Source: an optimization exercise on an open RTL-to-GDS flow (aim: small area, a short achievable clock period and few clock cycles per item). Production flows keep margins and buffers that such runs may drop.
At most, simulation tests tie the RTL to the original design; equivalence was not proved.
The RTL of runs 2 to 5 was laid out without a check of its function.

==> flow/design.v, too long to show whole: its modules and the start of the top module <==
// module booth_multiplier: 75 lines
// module mul33: 3302 lines
// module fa: 4 lines
// module ha: 4 lines
module booth_multiplier(
	input			clk,
	input			rst_n,
	input [32:0]	data1,
	input [32:0]	data2,
	input			valid_i,
	output			ready_o,
	input			ready_i,
	output			valid_o,
	output [63:0] 	res
);
  // ...
==> flow/flow/run.sh <==
#!/bin/bash
# The standard layout (standard.sh) with extra ORFS make variables:
#  - port buffers use a plain buffer cell (buf_2) instead of the default choice
#  - flow/extra.txt, if present, holds one more VAR=VALUE per line
set -euo pipefail
ARGS=("BUFFER_PORTS_ARGS=-buffer_cell sky130_fd_sc_hd__buf_2")
if [[ -f flow/extra.txt ]]; then
  while read -r line; do [[ -n "$line" ]] && ARGS+=("$line"); done < flow/extra.txt
fi
bash standard.sh "${ARGS[@]}" finish > make.log 2>&1
==> flow/standard.sh <==
#!/bin/bash
# synth_recipe.tcl (not shown) runs the flow's synth.tcl, then flattens the netlist and writes it again
# the make line also repeats each setting of config.mk as NAME=value (left out here)
make -C /OpenROAD-flow-scripts/flow DESIGN_CONFIG=/design/flow/config.mk WORK_HOME=/design/flow/orfs CLKGATE_MAP_FILE= SYNTH_SCRIPT=/design/flow/synth_recipe.tcl "${@:-finish}"
==> flow/config.mk <==
export PLATFORM = sky130hd
export DESIGN_NAME = booth_multiplier
export DESIGN_NICKNAME = booth_multiplier
export VERILOG_FILES = /design/flow/design.v
export SDC_FILE = /design/flow/constraint.sdc
export NUM_CORES = 4
export LEC_CHECK = 0
export ABC_AREA = 1
export CAP_MARGIN = 20
export CELL_PAD_IN_SITES_DETAIL_PLACEMENT = 2
export CELL_PAD_IN_SITES_GLOBAL_PLACEMENT = 2
export CORE_MARGIN = 2
export CORE_UTILIZATION = 50
export CTS_CLUSTER_DIAMETER = 100
export CTS_CLUSTER_SIZE = 24
export PLACE_DENSITY = 0.65
export SLEW_MARGIN = 20
export SYNTH_HIERARCHICAL = 1
export SYNTH_MINIMUM_KEEP_SIZE = 0
==> flow/constraint.sdc <==
create_clock -name core_clock -period 32.0 [get_ports {clk}]
set_input_delay 6.4000 -clock core_clock [delete_from_list [all_inputs] [get_ports {clk}]]
set_output_delay 6.4000 -clock core_clock [all_outputs]
set_load 0.01 [all_outputs]
==> flow_metrics.py, run 1 <==
metrics = {
    "global_routing": {
        "grt.busiest_layer": "met2",
        "antenna_found_initial": 2,
        "met2_usage_pct": 66.71,
        "grt_util_met3_pct": 8.781,
    },
    "floorplanning": {
        "row_count": 90,
    },
    "finish": {
        "layout_commonest_cell": "xor2_1",
        "n_all_inverters": 187,
        "fin_cells": 3718,
        "clockNetworkAreaShare_pct": 1.743,
        "areaGrowthSynthToFinish_pct": 4.828,
        "area_dominant_class": "multi-input combinational cells",
        "fin_nets": 3614,
    },
    "setup_path": {
        "path_max_fanout": 1,
        "rr_startpoint": "na1[25]$_DFFE_PP_",
        "cpPeakStageDelay_ns": 0.44,
        "path_buf_inv": 1,
    },
    "timing": {
        "relSlewSlack_pct": 33.81,
        "timing.final.hold_violations": 0,
        "clock.fmax_ghz": 0.1314,
    },
    "yosys": {
        "synth_nets": 3725,
        "synth_top_family_by_area": "adder cells",
        "synth_xor_area_share_pct": 16.60,
        "synthArstFlopShare_pct": 2.294,
        "synthMuxAreaShare_pct": 0,
    },
    "detailed_routing": {
        "vias_per_cell": 6.859,
        "drt-met1-wl_mm": 44.48,
        "top_layer": "met5",
        "wl_met3_mm": 11.13,
    },
    "placement": {
        "io_buffer_count": 135,
        "dp_hpwl_mm": 77.46,
    },
    "outcome": {
        "outcome": "complete, no violations",
    },
}
Testbench counts, summed over its fixed seeds: cycles 2,064, items 2,048.
==> module booth_multiplier, before the edit <==
module booth_multiplier(
	input			clk,
	input			rst_n,
	input [32:0]	data1,
	input [32:0]	data2,
	input			valid_i,
	output			ready_o,
	input			ready_i,
	output			valid_o,
	output [63:0] 	res
);
	reg			va, vs, vr;
	reg			nrdy, vo;
	reg [32:0]	na1, s1, s2;
	reg [16:0]	na_one, na_two;
	reg [15:0]	a_neg;
	reg [63:0]	r;
	wire [63:0]	prod;
	wire		r_free = ~vr | ready_i;
	wire		a_load = r_free | ~va;
	wire		acc = valid_i & ~vs;
	assign ready_o = ~nrdy;
	assign valid_o = vo;
	assign res = r;
	wire [32:0]	b_in = vs ? s2 : data2;
	wire [34:0]	b_ext = {1'b0, b_in, 1'b0};
	wire [16:0]	e_one, e_two;
	wire [15:0]	e_neg;
	genvar j;
	generate
		for (j = 0; j < 17; j = j + 1) begin : enc
			assign e_one[j] = b_ext[2*j+1] ^ b_ext[2*j];
			assign e_two[j] = (b_ext[2*j+2] & ~b_ext[2*j+1] & ~b_ext[2*j]) |
			                  (~b_ext[2*j+2] & b_ext[2*j+1] & b_ext[2*j]);
			if (j < 16) begin : n
				assign e_neg[j] = b_ext[2*j+2];
			end
		end
	endgenerate
	always @(posedge clk or negedge rst_n) begin
		if (!rst_n) begin
			va <= 1'b0;
			vs <= 1'b0;
			vr <= 1'b0;
			nrdy <= 1'b0;
			vo <= 1'b0;
		end else begin
			if (r_free)
				vr <= va;
			vo <= va | (vr & ~ready_i);
			if (a_load)
				va <= vs | acc;
			if (vs)
				vs <= ~r_free;
			else
				vs <= acc & ~a_load;
			nrdy <= vr & ~ready_i & (vs | (valid_i & va));
		end
	end
	always @(posedge clk) begin
		if (a_load) begin
			na1 <= ~(vs ? s1 : data1);
			na_one <= ~e_one;
			na_two <= ~e_two;
			a_neg <= e_neg;
		end
		if (~vs) begin
			s1 <= data1;
			s2 <= data2;
		end
		if (r_free)
			r <= prod;
	end
	mul33 u_mul (.na(na1), .none(na_one), .ntwo(na_two), .neg(a_neg), .p(prod));
endmodule
==> inputs of run 2 (changes only) <==
--- a/flow/design.v
+++ b/flow/design.v
@@ -6,42 +6,25 @@
 	input			valid_i,
 	output			ready_o,
 	input			ready_i,
 	output			valid_o,
 	output [63:0] 	res
 );
 	reg			va, vs, vr;
 	reg			nrdy, vo;
-	reg [32:0]	na1, s1, s2;
-	reg [16:0]	na_one, na_two;
-	reg [15:0]	a_neg;
+	reg [32:0]	na1, a2, s1, s2;
 	reg [63:0]	r;
 	wire [63:0]	prod;
 	wire		r_free = ~vr | ready_i;
 	wire		a_load = r_free | ~va;
 	wire		acc = valid_i & ~vs;
 	assign ready_o = ~nrdy;
 	assign valid_o = vo;
 	assign res = r;
-	wire [32:0]	b_in = vs ? s2 : data2;
-	wire [34:0]	b_ext = {1'b0, b_in, 1'b0};
-	wire [16:0]	e_one, e_two;
-	wire [15:0]	e_neg;
-	genvar j;
-	generate
-		for (j = 0; j < 17; j = j + 1) begin : enc
-			assign e_one[j] = b_ext[2*j+1] ^ b_ext[2*j];
-			assign e_two[j] = (b_ext[2*j+2] & ~b_ext[2*j+1] & ~b_ext[2*j]) |
-			                  (~b_ext[2*j+2] & b_ext[2*j+1] & b_ext[2*j]);
-			if (j < 16) begin : n
-				assign e_neg[j] = b_ext[2*j+2];
-			end
-		end
-	endgenerate
 	always @(posedge clk or negedge rst_n) begin
 		if (!rst_n) begin
 			va <= 1'b0;
 			vs <= 1'b0;
 			vr <= 1'b0;
 			nrdy <= 1'b0;
 			vo <= 1'b0;
 		end else begin
@@ -55,30 +38,41 @@
 			else
 				vs <= acc & ~a_load;
 			nrdy <= vr & ~ready_i & (vs | (valid_i & va));
 		end
 	end
 	always @(posedge clk) begin
 		if (a_load) begin
 			na1 <= ~(vs ? s1 : data1);
-			na_one <= ~e_one;
-			na_two <= ~e_two;
-			a_neg <= e_neg;
+			a2 <= vs ? s2 : data2;
 		end
 		if (~vs) begin
 			s1 <= data1;
 			s2 <= data2;
 		end
 		if (r_free)
 			r <= prod;
 	end
-	mul33 u_mul (.na(na1), .none(na_one), .ntwo(na_two), .neg(a_neg), .p(prod));
+	mul33 u_mul (.na(na1), .b(a2), .p(prod));
 endmodule
-module mul33 (input [32:0] na, input [16:0] none, input [16:0] ntwo, input [15:0] neg, output [63:0] p);
+module mul33 (input [32:0] na, input [32:0] b, output [63:0] p);
+wire [34:0] b_ext = {1'b0, b, 1'b0};
+wire [16:0] none, ntwo;
+wire [15:0] neg;
+genvar j;
+generate
+for (j = 0; j < 17; j = j + 1) begin : enc
+assign none[j] = ~(b_ext[2*j+1] ^ b_ext[2*j]);
+assign ntwo[j] = ~((b_ext[2*j+2] & ~b_ext[2*j+1] & ~b_ext[2*j]) | (~b_ext[2*j+2] & b_ext[2*j+1] & b_ext[2*j]));
+if (j < 16) begin : n
+assign neg[j] = b_ext[2*j+2];
+end
+end
+endgenerate
 wire pp0_0;
 wire pp0_1;
 wire pp0_2;
 wire pp0_3;
 wire pp0_4;
 wire pp0_5;
 wire pp0_6;
 wire pp0_7;
--- a/flow/config.mk
+++ b/flow/config.mk
@@ -5,15 +5,15 @@
 export SDC_FILE = /design/flow/constraint.sdc
 export NUM_CORES = 4
 export LEC_CHECK = 0
 export ABC_AREA = 1
 export CAP_MARGIN = 20
 export CELL_PAD_IN_SITES_DETAIL_PLACEMENT = 2
 export CELL_PAD_IN_SITES_GLOBAL_PLACEMENT = 2
 export CORE_MARGIN = 2
-export CORE_UTILIZATION = 50
+export CORE_UTILIZATION = 30
 export CTS_CLUSTER_DIAMETER = 100
 export CTS_CLUSTER_SIZE = 24
-export PLACE_DENSITY = 0.65
+export PLACE_DENSITY = 0.5
 export SLEW_MARGIN = 20
 export SYNTH_HIERARCHICAL = 1
 export SYNTH_MINIMUM_KEEP_SIZE = 0
==> flow_metrics.py, run 2 <==
metrics = {
    "outcome": {
        "outcome": "complete, no violations",
    },
    "min_path": {
        "min_from": "s1[9]$_DFF_P_",
        "holdPathEnd": "s1[9]$_DFF_P_",
        "hp-class": "flip-flop to flip-flop",
        "min_path_cells": 2,
    },
    "floorplanning": {
        "start_util_pct": 30.29,
        "row_count": 114,
        "core_area_mm2": 0.09685,
        "die_area_mm2": 0.1003,
        "die_w_um": 316.7,
        "die_h_um": 316.7,
        "ios": 136,
    },
    "global_routing": {
        "grt_remaining_overflow": 0,
        "antenna_found_initial": 1,
        "grt_pass1_vias": 26469,
        "grt_start_max_net_pins": 68,
        "grt_use_total_pct": 24.52,
        "grt_pass1_wl_mm": 181.2,
    },
    "detailed_routing": {
        "dr.first_iter.drc_count": 1189,
        "drc": 0,
        "vias_per_cell": 5.537,
        "via_count": 22842,
        "drtAntennaViolNets": 0,
        "postRouteWirelength_mm": 121.6,
        "routedWlPerCell_um": 29.48,
        "dr.pass1.iters": 5,
    },
    "yosys": {
        "synth_nets": 3595,
        "synthArstFlopShare_pct": 2.488,
        "yosys.area.top_type": "fa_1",
        "synthDistinctLibCells": 36,
        "yosys_warnings": 7,
        "synthFlopType": "edfxtp_1",
        "yosysMostFrequentCell": "xor2_1",
        "synth_edf_count": 130,
        "synth_top_cells_by_count": "xor2_1 (549), o22ai_1 (542), fa_1 (495), nand2_1 (270), clkbuf_1 (208)",
        "synthCells": 2906,
        "synth_area_leaders": "fa_1 (34%), xor2_1 (16%), edfxtp_1 (13%), o22ai_1 (12%), ha_1 (5.3%)",
        "synth-seq-area-share_pct": 18.23,
        "synth_seq_cells": 201,
        "synth_top_area_share_pct": 33.77,
        "syn_avg_cell_area_um2": 10.10,
        "syn-cell-area_mm2": 0.02934,
    },
    "clock_network": {
        "insertion_delay_ns": 0.59,
        "root_buffer": "clkbuf_16",
        "cts_setup_buffers": 0,
        "cts-hold-fix-buffers": 0,
        "cts_resized": 0,
        "cts_tree": "built",
        "cts_buffers": 19,
        "clkTransAtPathRegs_ns": 0.10,
        "clock_sinks": 201,
        "clk_path_buf_depth": 3,
        "htree_num_levels": 1,
    },
    "setup_path": {
        "path_common_cell": "fa_1",
        "setup.worst_path.end_class": "flip-flop",
        "start_kind": "flip-flop",
        "rr_startpoint": "a2[7]$_DFFE_PP_",
        "path_max_fanout": 40,
        "rr_worst_depth": 26,
        "crit_type": "flip-flop to flip-flop",
        "cpPeakStageDelay_ns": 0.63,
        "r2r-end": "r[47]$_DFFE_PN_",
        "cp_slowest_cell": "fa_1",
        "worstPathArrival_ns": 9.05,
        "cp.required_ns": 32.34,
        "r2r_slack_ns": 23.28,
    },
    "finish": {
        "areaGrowthSynthToFinish_pct": 8.286,
        "layout_commonest_cell": "xor2_1",
        "fin_nets": 3525,
        "final_area_mm2": 0.03177,
        "largest_register_ffs": 64,
        "diodes": 0,
        "top_register": "r",
        "mostFrequentLayoutCells": "xor2_1 (549), o22ai_1 (542), fa_1 (495), nand2_1 (263), inv_1 (141)",
        "drive_gt1_share_pct": 10.99,
    },
    "timing": {
        "rsz0062_at_grt": "no",
        "drv_slew": 0,
        "finalSetupTns_ns": 0,
        "finalSetupViolCount": 0,
        "timing.final.hold_violations": 0,
        "worst_clock_skew_ns": 0.02616,
        "clock.fmax_ghz": 0.1147,
        "worst_slew_pin_slew_ns": 1.079,
        "period_minus_slack_ns": 8.715,
        "fin_hold_ws_ns": 0.4544,
        "relSlewSlack_pct": 27.91,
        "finalCritPeriodShare_pct": 27.24,
    },
    "placement": {
        "routabilityCongestion": 0.8471,
        "dpl_cell_area_mm2": 0.03110,
        "dp_hpwl_mm": 84.37,
        "io_buffer_count": 135,
    },
    "run": {
        "max_cap_viol_count": 0,
    },
}
[run 2: modules after synthesis (local to each module, per instance)]
module	flip-flops and latches	cell area, um^2	times used
booth_multiplier	201	6624	1
fa	0	20.02	465
ha	0	12.51	45
mul33	0	12840	1
[run 2: how the worst max path moves through the flow]
stage                               start  cells past startpoint  slack (ns)              end
after floorplan                   ready_i                      2       23.17  a2[0]$_DFFE_PP_
after global placement    a2[7]$_DFFE_PP_                     26       23.37  r[47]$_DFFE_PN_
after detailed placement  a2[7]$_DFFE_PP_                     26       23.20  r[47]$_DFFE_PN_
after CTS                 a2[7]$_DFFE_PP_                     26       23.15  r[47]$_DFFE_PN_
after global routing      a2[7]$_DFFE_PP_                     26       22.86  r[47]$_DFFE_PN_
final                     a2[7]$_DFFE_PP_                     26       23.28  r[47]$_DFFE_PN_
[run 2: stage by stage]
step | worst slack (ns) | utilization [%] | std cells
floorplan | 23.17 | - | 2906
global placement | 23.37 | 32.11 | 4091
detailed placement | 23.20 | 32.11 | 4091
CTS | 23.15 | 32.80 | 4125
global route | 22.86 | 32.81 | 4125
finish | 23.28 | 32.81 | 4125
[run 2: cell families after synthesis]
family	count (synthesis)	share of synthesized area (%)
XOR/XNOR	559	16.69
AND/OR/NAND/NOR	357	4.793
adder cells (fa/ha/maj)	619	39.06
flip-flops	201	18.23
buffers and inverters	465	6.465
AO/OA/AOI/OAI	705	14.76
[run 2: layout make-up]
| type | instances | area, um^2 |
|---|---|---|
| Clock buffer | 20 | 479.2 |
| Clock inverter | 14 | 188.9 |
| Fill cell | 10481 | 65080 |
| Inverter | 143 | 538.0 |
| Multi-Input combinational cell | 2240 | 22220 |
| Sequential cell | 201 | 5354 |
| Tap cell | 1276 | 1597 |
| Timing Repair Buffer | 231 | 1400 |
[run 2: worst max-delay path, delay by kind of cell (launching register included)]
family	cells	cell delay (ns)
flip-flops	1	0.33
adder cells (fa/ha/maj)	9	3.94
XOR/XNOR	2	0.40
AND/OR/NAND/NOR	8	1.56
buffers and inverters	2	0.97
AO/OA/AOI/OAI	5	1.21
[run 2: layer usage]
layer  GRT usage [%]  routed length [um]  vias up
li1                -                   -     9737
met1           32.05               52530    12427
met2           42.76               60740      524
met3           2.654                4476      154
met4           7.215                3835        0
met5               0                   0        -
==> inputs of run 3 (changes only) <==
==> flow/flow/extra.txt (new file) <==
SETUP_SLACK_MARGIN=24.5
==> flow_metrics.py, run 3 <==
metrics = {
    "outcome": {
        "outcome": "complete, no violations",
    },
    "setup_path": {
        "cp.required_ns": 25.60,
        "critPathTopFamily": "flip-flops",
        "start_kind": "flip-flop",
        "cpPeakStageDelay_ns": 0.43,
        "setup.worst_path.end_class": "output port",
        "path_buf_inv": 1,
        "worstPathArrival_ns": 1.20,
        "path_max_fanout": 1,
        "crit_chain": "buf_2",
        "crit_type": "flip-flop to output port",
        "cp_slowest_cell": "edfxtp_1",
    },
    "min_path": {
        "hp-class": "flip-flop to flip-flop",
    },
    "timing": {
        "drv_slew": 0,
        "worst_clock_skew_ns": 0.02613,
        "timing.final.hold_violations": 0,
        "worst_slew_pin_slew_ns": 1.085,
        "rsz0062_at_grt": "yes",
        "clock.fmax_ghz": 0.1316,
        "finalSetupViolCount": 0,
        "finalSetupTns_ns": 0,
        "setup_ws_ns": 24.40,
        "finalCritPeriodShare_pct": 23.75,
        "period_minus_slack_ns": 7.599,
        "relSlewSlack_pct": 27.66,
    },
    "detailed_routing": {
        "routedWlPerCell_um": 30.42,
        "dr.first_iter.drc_count": 1673,
        "via_count": 23769,
        "drtAntennaViolNets": 0,
        "vias_per_cell": 5.623,
        "dr.pass1.iters": 7,
        "drc": 0,
        "postRouteWirelength_mm": 128.6,
    },
    "finish": {
        "drive_gt1_share_pct": 16.57,
        "fillers": 10269,
        "diodes": 0,
        "largest_register_ffs": 64,
        "layout_commonest_cell": "xor2_1",
        "top_register": "r",
        "regArea_mm2": 0.005354,
        "multi_input_area_mm2": 0.02275,
        "mostFrequentLayoutCells": "xor2_1 (544), o22ai_1 (538), fa_1 (483), nand2_1 (247), inv_1 (136)",
        "fin_nets": 3626,
        "areaGrowthSynthToFinish_pct": 15.92,
    },
    "global_routing": {
        "grt_pass1_wl_mm": 188.1,
        "grt_remaining_overflow": 0,
        "grt_use_total_pct": 25.50,
        "antenna_found_initial": 0,
        "grt_start_max_net_pins": 80,
        "grt_pass1_vias": 27302,
    },
    "clock_network": {
        "insertion_delay_ns": 0.60,
        "cts_tree": "built",
        "root_buffer": "clkbuf_16",
        "htree_num_levels": 1,
        "cts-hold-fix-buffers": 0,
        "clkTransAtPathRegs_ns": 0.09,
        "cts_buffers": 20,
        "clk_path_buf_depth": 3,
        "clock_sinks": 201,
    },
    "placement": {
        "dp_hpwl_mm": 84.75,
        "io_buffer_count": 135,
        "routabilityCongestion": 0.8679,
        "place_ws_ns": 23.31,
    },
    "floorplanning": {
        "die_h_um": 316.7,
        "ios": 136,
        "die_area_mm2": 0.1003,
        "row_count": 114,
        "start_util_pct": 30.29,
        "die_w_um": 316.7,
        "core_area_mm2": 0.09685,
    },
    "run": {
        "max_cap_viol_count": 0,
    },
    "yosys": {
        "yosysMostFrequentCell": "xor2_1",
        "synthArstFlopShare_pct": 2.488,
        "synth_top_family_by_area": "adder cells",
        "synth_fa_ha_area_share_pct": 39.06,
        "synth_compound_area_share_pct": 14.76,
        "synth_area_leaders": "fa_1 (34%), xor2_1 (16%), edfxtp_1 (13%), o22ai_1 (12%), ha_1 (5.3%)",
        "synth-seq-area-share_pct": 18.23,
        "syn-cell-area_mm2": 0.02934,
        "synthFlopType": "edfxtp_1",
        "synthMuxAreaShare_pct": 0,
        "syn_avg_cell_area_um2": 10.10,
        "synthCells": 2906,
        "synth_xor_area_share_pct": 16.69,
        "synth_seq_cells": 201,
        "synth_top_area_share_pct": 33.77,
        "synth_simple_gate_area_share_pct": 4.793,
        "synth_nets": 3595,
        "yosys_warnings": 7,
        "synthDistinctLibCells": 36,
        "yosys.area.top_type": "fa_1",
        "synth_top_cells_by_count": "xor2_1 (549), o22ai_1 (542), fa_1 (495), nand2_1 (270), clkbuf_1 (208)",
        "synth_edf_count": 130,
    },
}
==> run 3: per-layer routing <==
layer	GRT usage [%]	vias to the layer above	share of wire [%]
li1	-	9978	-
met1	32.74	12840	42
met2	44.54	724	50
met3	2.726	227	4.3
met4	8.866	0	3.9
met5	0	-	0
==> run 3: area by class of cell <==
class                           instances  area share (%)
Inverter                              143           1.622
Clock inverter                         14          0.6805
Sequential cell                       201           15.74
Multi-Input combinational cell       2243           66.88
Clock buffer                           22           1.523
Timing Repair Buffer                  328           8.862
Tap cell                             1276           4.694
==> run 3: path summary, 6_finish.rpt <==
check	start	slack [ns]	cells after the start	end
min in group asynchronous	rst_n	5.60	1	va$_DFFE_PN0P_
max in group asynchronous	rst_n	26.21	1	vs$_DFF_PN0_
setup / recovery	r[47]$_DFFE_PN_	24.40	1	res[47]
hold reg to reg	s1[13]$_DFF_P_	0.46	2	s1[13]$_DFF_P_
hold / removal	s1[13]$_DFF_P_	0.46	2	s1[13]$_DFF_P_
setup reg to reg	a2[15]$_DFFE_PP_	24.73	30	r[55]$_DFFE_PN_
==> run 3: per-module statistics from Yosys (local to each module, per instance) <==
module | cell area (um^2) | flip-flops and latches
booth_multiplier | 6624 | 201
fa | 20.02 | 0
ha | 12.51 | 0
mul33 | 12840 | 0
==> run 3: what timing repair did <==
item / 4_1_cts / 5_1_grt
pin swaps: 12 / 29
endpoints found under the setup margin: 142 / 87
cloned: 11 / 9
resized for setup: 129 / 112
buffers inserted: 38 / 44
==> run 3: cell families (layout without fill, tap and decap cells) <==
family,Yosys count,after routing
buffers and inverters,465,507
AO/OA/AOI/OAI,705,707
XOR/XNOR,559,559
flip-flops,201,201
AND/OR/NAND/NOR,357,358
adder cells (fa/ha/maj),619,619
==> run 3: per-stage QoR <==
stage | util [%] | hold WS (ns) | std cells | cell area, um^2
after CTS | 34.04 | 0.4641 | 4174 | 32970
after detailed placement | 32.09 | 0.4437 | 4089 | 31080
after global routing | 35.12 | 0.4874 | 4227 | 34010
final | 35.12 | 0.4584 | 4227 | 34010
after global placement | 32.09 | 0.4351 | 4089 | 31080
after floorplan | - | 0.4184 | 2906 | 29360
==> inputs of run 4 (changes only) <==
--- a/flow/config.mk
+++ b/flow/config.mk
@@ -10,10 +10,10 @@
 export CELL_PAD_IN_SITES_DETAIL_PLACEMENT = 2
 export CELL_PAD_IN_SITES_GLOBAL_PLACEMENT = 2
 export CORE_MARGIN = 2
-export CORE_UTILIZATION = 30
+export CORE_UTILIZATION = 50
 export CTS_CLUSTER_DIAMETER = 100
 export CTS_CLUSTER_SIZE = 24
-export PLACE_DENSITY = 0.5
+export PLACE_DENSITY = 0.65
 export SLEW_MARGIN = 20
 export SYNTH_HIERARCHICAL = 1
 export SYNTH_MINIMUM_KEEP_SIZE = 0
removed: flow/flow/extra.txt
==> flow_metrics.py, run 4 <==
metrics = {
    "yosys": {
        "synth_top_area_share_pct": 33.77,
        "synth_edf_count": 130,
        "syn-cell-area_mm2": 0.02934,
        "synth_area_leaders": "fa_1 (34%), xor2_1 (16%), edfxtp_1 (13%), o22ai_1 (12%), ha_1 (5.3%)",
        "yosys.area.top_type": "fa_1",
        "synth-seq-area-share_pct": 18.23,
        "syn_avg_cell_area_um2": 10.10,
        "synthArstFlopShare_pct": 2.488,
        "synthCells": 2906,
        "synthFlopType": "edfxtp_1",
        "yosysMostFrequentCell": "xor2_1",
        "synthDistinctLibCells": 36,
        "synth_seq_cells": 201,
        "synth_nets": 3595,
        "synth_top_cells_by_count": "xor2_1 (549), o22ai_1 (542), fa_1 (495), nand2_1 (270), clkbuf_1 (208)",
        "yosys_warnings": 7,
    },
    "timing": {
        "finalCritPeriodShare_pct": 27.82,
        "rsz0062_at_grt": "no",
        "worst_clock_skew_ns": 0.05089,
        "timing.final.hold_violations": 0,
        "clock.fmax_ghz": 0.1123,
        "drv_slew": 0,
        "relSlewSlack_pct": 25.03,
        "finalSetupViolCount": 0,
        "period_minus_slack_ns": 8.904,
        "finalSetupTns_ns": 0,
        "worst_slew_pin_slew_ns": 1.125,
    },
    "detailed_routing": {
        "drc": 0,
        "postRouteWirelength_mm": 121.4,
        "vias_per_cell": 6.845,
        "dr.first_iter.drc_count": 1973,
        "routedWlPerCell_um": 33.76,
        "dr.pass1.iters": 7,
        "via_count": 24622,
        "drtAntennaViolNets": 0,
    },
    "clock_network": {
        "clkTransAtPathRegs_ns": 0.11,
        "cts_tree": "built",
        "cts_resized": 0,
        "insertion_delay_ns": 0.57,
        "clk_path_buf_depth": 3,
        "cts-hold-fix-buffers": 0,
        "root_buffer": "clkbuf_16",
        "cts_setup_buffers": 0,
        "htree_num_levels": 1,
        "cts_buffers": 15,
        "clock_sinks": 201,
    },
    "setup_path": {
        "setup.worst_path.end_class": "flip-flop",
        "cp_slowest_cell": "o21ai_2",
        "path_max_fanout": 37,
        "cp.required_ns": 32.31,
        "path_buf_inv": 3,
        "start_kind": "flip-flop",
        "crit_type": "flip-flop to flip-flop",
        "critPathTopFamily": "adder cells",
        "worstPathArrival_ns": 9.21,
        "path_common_cell": "fa_1",
        "cpPeakStageDelay_ns": 0.91,
    },
    "global_routing": {
        "grt_remaining_overflow": 0,
        "grt_pass1_wl_mm": 182.9,
        "antenna_found_initial": 2,
        "grt.busiest_layer": "met2",
        "grt_use_total_pct": 40.61,
        "met2_usage_pct": 68.68,
        "grt_util_met3_pct": 9.020,
        "grt_start_max_net_pins": 89,
        "grt_use_met1_pct": 47.01,
        "grt_pass1_vias": 28982,
    },
    "finish": {
        "top_register": "r",
        "mostFrequentLayoutCells": "xor2_1 (549), o22ai_1 (542), fa_1 (495), nand2_1 (262), inv_1 (141)",
        "largest_register_ffs": 64,
        "drive_gt1_share_pct": 10.42,
        "final_util_pct": 53.53,
        "fin_nets": 3512,
        "layout_commonest_cell": "xor2_1",
        "areaGrowthSynthToFinish_pct": 5.459,
        "diodes": 0,
    },
    "floorplanning": {
        "core_area_mm2": 0.05781,
        "ios": 136,
        "start_util_pct": 50.76,
        "die_h_um": 246.2,
        "die_area_mm2": 0.06063,
        "row_count": 88,
        "die_w_um": 246.2,
    },
    "placement": {
        "io_buffer_count": 135,
        "dp_hpwl_mm": 82.72,
        "routabilityCongestion": 0.9377,
    },
    "outcome": {
        "outcome": "complete, no violations",
    },
    "min_path": {
        "hp-class": "flip-flop to flip-flop",
    },
    "run": {
        "max_cap_viol_count": 0,
    },
}
## run 4: cell counts after synthesis
Identical to the previous run, type by type.
## run 4: per-layer routing
| metal | part of all wire, % | wire (um) |
|---|---|---|
| met1 | 36 | 43560 |
| met2 | 49 | 59940 |
| met3 | 8.3 | 10120 |
| met4 | 6.4 | 7823 |
| met5 | 0 | 0 |
## run 4: worst min-delay path, stage by stage, from the launching register on
cell     delay (ns)
dfxtp_1        0.30
inv_1          0.06
o21ai_1        0.05
## run 4: area by class of cell
cell class,count,area (um^2)
Clock inverter,7,113.9
Fill cell,5880,26860
Timing Repair Buffer,222,1369
Inverter,143,538.0
Clock buffer,19,400.4
Tap cell,765,957.2
Sequential cell,201,5354
Multi-Input combinational cell,2240,22210
## run 4: path summary, 6_finish.rpt
path	from	end	slack, ns	cells past startpoint
min reg2reg	s1[21]$_DFF_P_	s1[21]$_DFF_P_	0.46	2
min	s1[21]$_DFF_P_	s1[21]$_DFF_P_	0.46	2
max reg2reg	a2[27]$_DFFE_PP_	r[58]$_DFFE_PN_	23.10	26
max in group asynchronous	rst_n	vs$_DFF_PN0_	26.23	1
min in group asynchronous	rst_n	vo$_DFF_PN0_	5.63	1
max	a2[27]$_DFFE_PP_	r[58]$_DFFE_PN_	23.10	26
## run 4: cell families after synthesis
family	count (synthesis)	share of synthesized area, %
AO/OA/AOI/OAI	705	14.76
XOR/XNOR	559	16.69
adder cells (fa/ha/maj)	619	39.06
buffers and inverters	465	6.465
flip-flops	201	18.23
AND/OR/NAND/NOR	357	4.793
## run 4: stage by stage
stage / hold slack (ns) / cells / worst slack (ns) / instance area, um^2
global route: 0.4733 / 3597 / 22.88 / 30940
detailed placement: 0.4479 / 3570 / 23.35 / 30400
floorplan: 0.4184 / 2906 / 23.17 / 29340
finish: 0.4557 / 3597 / 23.10 / 30940
CTS: 0.4618 / 3596 / 23.27 / 30910
global placement: 0.4310 / 3569 / 23.75 / 30370
## run 4: modules after synthesis, one instance, submodules excluded
module            area [um^2]  cells inside
mul33                   12840          1896
booth_multiplier         6624           500
fa                      20.02             1
ha                      12.51             1
==> inputs of run 5 (changes only) <==
==> flow/flow/extra.txt (new file) <==
SETUP_SLACK_MARGIN=24.5
==> flow_metrics.py, run 5 <==
metrics = {
    "outcome": {
        "outcome": "did not finish",
        "haltStage": "5_1_grt",
        "error": "[ERROR DPL-0033] detailed placement checks failed during check placement.",
    },
    "floorplanning": {
        "start_util_pct": 50.76,
        "die_h_um": 246.2,
        "die_w_um": 246.2,
        "row_count": 88,
        "ios": 136,
    },
    "yosys": {
        "synthArstFlopShare_pct": 2.488,
        "syn-cell-area_mm2": 0.02934,
        "synth_edf_count": 130,
        "synth_seq_cells": 201,
        "synth_top_area_share_pct": 33.77,
        "yosysMostFrequentCell": "xor2_1",
        "synth_top_cells_by_count": "xor2_1 (549), o22ai_1 (542), fa_1 (495), nand2_1 (270), clkbuf_1 (208)",
        "yosys.area.top_type": "fa_1",
        "synth_area_leaders": "fa_1 (34%), xor2_1 (16%), edfxtp_1 (13%), o22ai_1 (12%), ha_1 (5.3%)",
        "syn_avg_cell_area_um2": 10.10,
        "synth_nets": 3595,
        "synthDistinctLibCells": 36,
        "yosys_warnings": 7,
        "synth-seq-area-share_pct": 18.23,
        "synthFlopType": "edfxtp_1",
        "synthCells": 2906,
    },
    "placement": {
        "routabilityCongestion": 0.9436,
        "dp_hpwl_mm": 80.82,
        "place_ws_ns": 23.19,
        "io_buffer_count": 135,
    },
    "clock_network": {
        "clk_path_buf_depth": 3,
        "cts_buffers": 15,
        "htree_num_levels": 1,
        "clock_sinks": 201,
        "root_buffer": "clkbuf_16",
    },
    "timing": {
        "repair-timing-grt-worst-ep": "res[38]",
        "worstEndpointType": "top-level output",
    },
    "global_routing": {
        "antenna_found_initial": 11,
        "grt_start_max_net_pins": 62,
    },
}
run 5: through the flow:
step           area, um^2  cells
2_1_floorplan       29360   2906
4_1_cts             31780   3627
3_3_place_gp        30380   3570
3_5_place_dp        30410   3571
run 5: cells by family after synthesis:
family	share of synthesized area [%]
XOR/XNOR	16.69
AND/OR/NAND/NOR	4.793
flip-flops	18.23
adder cells (fa/ha/maj)	39.06
AO/OA/AOI/OAI	14.76
buffers and inverters	6.465
run 5: per-module statistics from Yosys (local to each module, per instance):
module	times used	cells	flip-flops and latches
booth_multiplier	1	500	201
fa	465	1	0
mul33	1	1896	0
ha	45	1	0
run 5: how the worst min path moves through the flow:
stage	endpoint	slack [ns]
2_1_floorplan	s2[0]$_DFF_P_	0.42
3_3_place_gp	s2[19]$_DFF_P_	0.43
3_5_place_dp	s2[19]$_DFF_P_	0.44
4_1_cts	s2[19]$_DFF_P_	0.46
run 5: timing repair:
action                                 in CTS
buffers inserted                           24
setup endpoints to repair                 176
resized for setup                         122
cloned                                      6
hold buffers                                0
endpoints found under the hold margin       0
pin swaps                                   7

[what the ideal ports hide]
The flow's constraints put no driver on any port. The routed layouts listed below were extracted and timed again, unchanged, in two steps. Step 1: set_driving_cell puts a clkbuf_16 on clk and a buf_2 on each other input, an assumption about the parent block. Step 2 also shifts input and output timing later by t, the mid clock arrival at the registers, as if the neighbouring blocks saw the same clock. Slacks: no drivers / after step 1 / after step 2; pairs: no drivers / after step 1.
run	shift t [ns]	setup slack, ns	latest minus earliest clock arrival (ns)	worst slew at a driven data input, ns
run 1	0.654	24.392 / 24.327 / 24.133	0.045 / 0.046	0.09
run 2	0.647	23.284 / 23.284 / 23.284	0.027 / 0.027	0.06
run 3	0.658	24.401 / 24.329 / 24.067	0.026 / 0.026	0.06
run 4	0.610	23.096 / 23.096 / 23.096	0.058 / 0.058	0.06
After both steps every run listed still meets setup and hold. The setup slack of run 3, which loses most, moves by -0.072 ns with the drivers and by -0.334 ns with both steps.
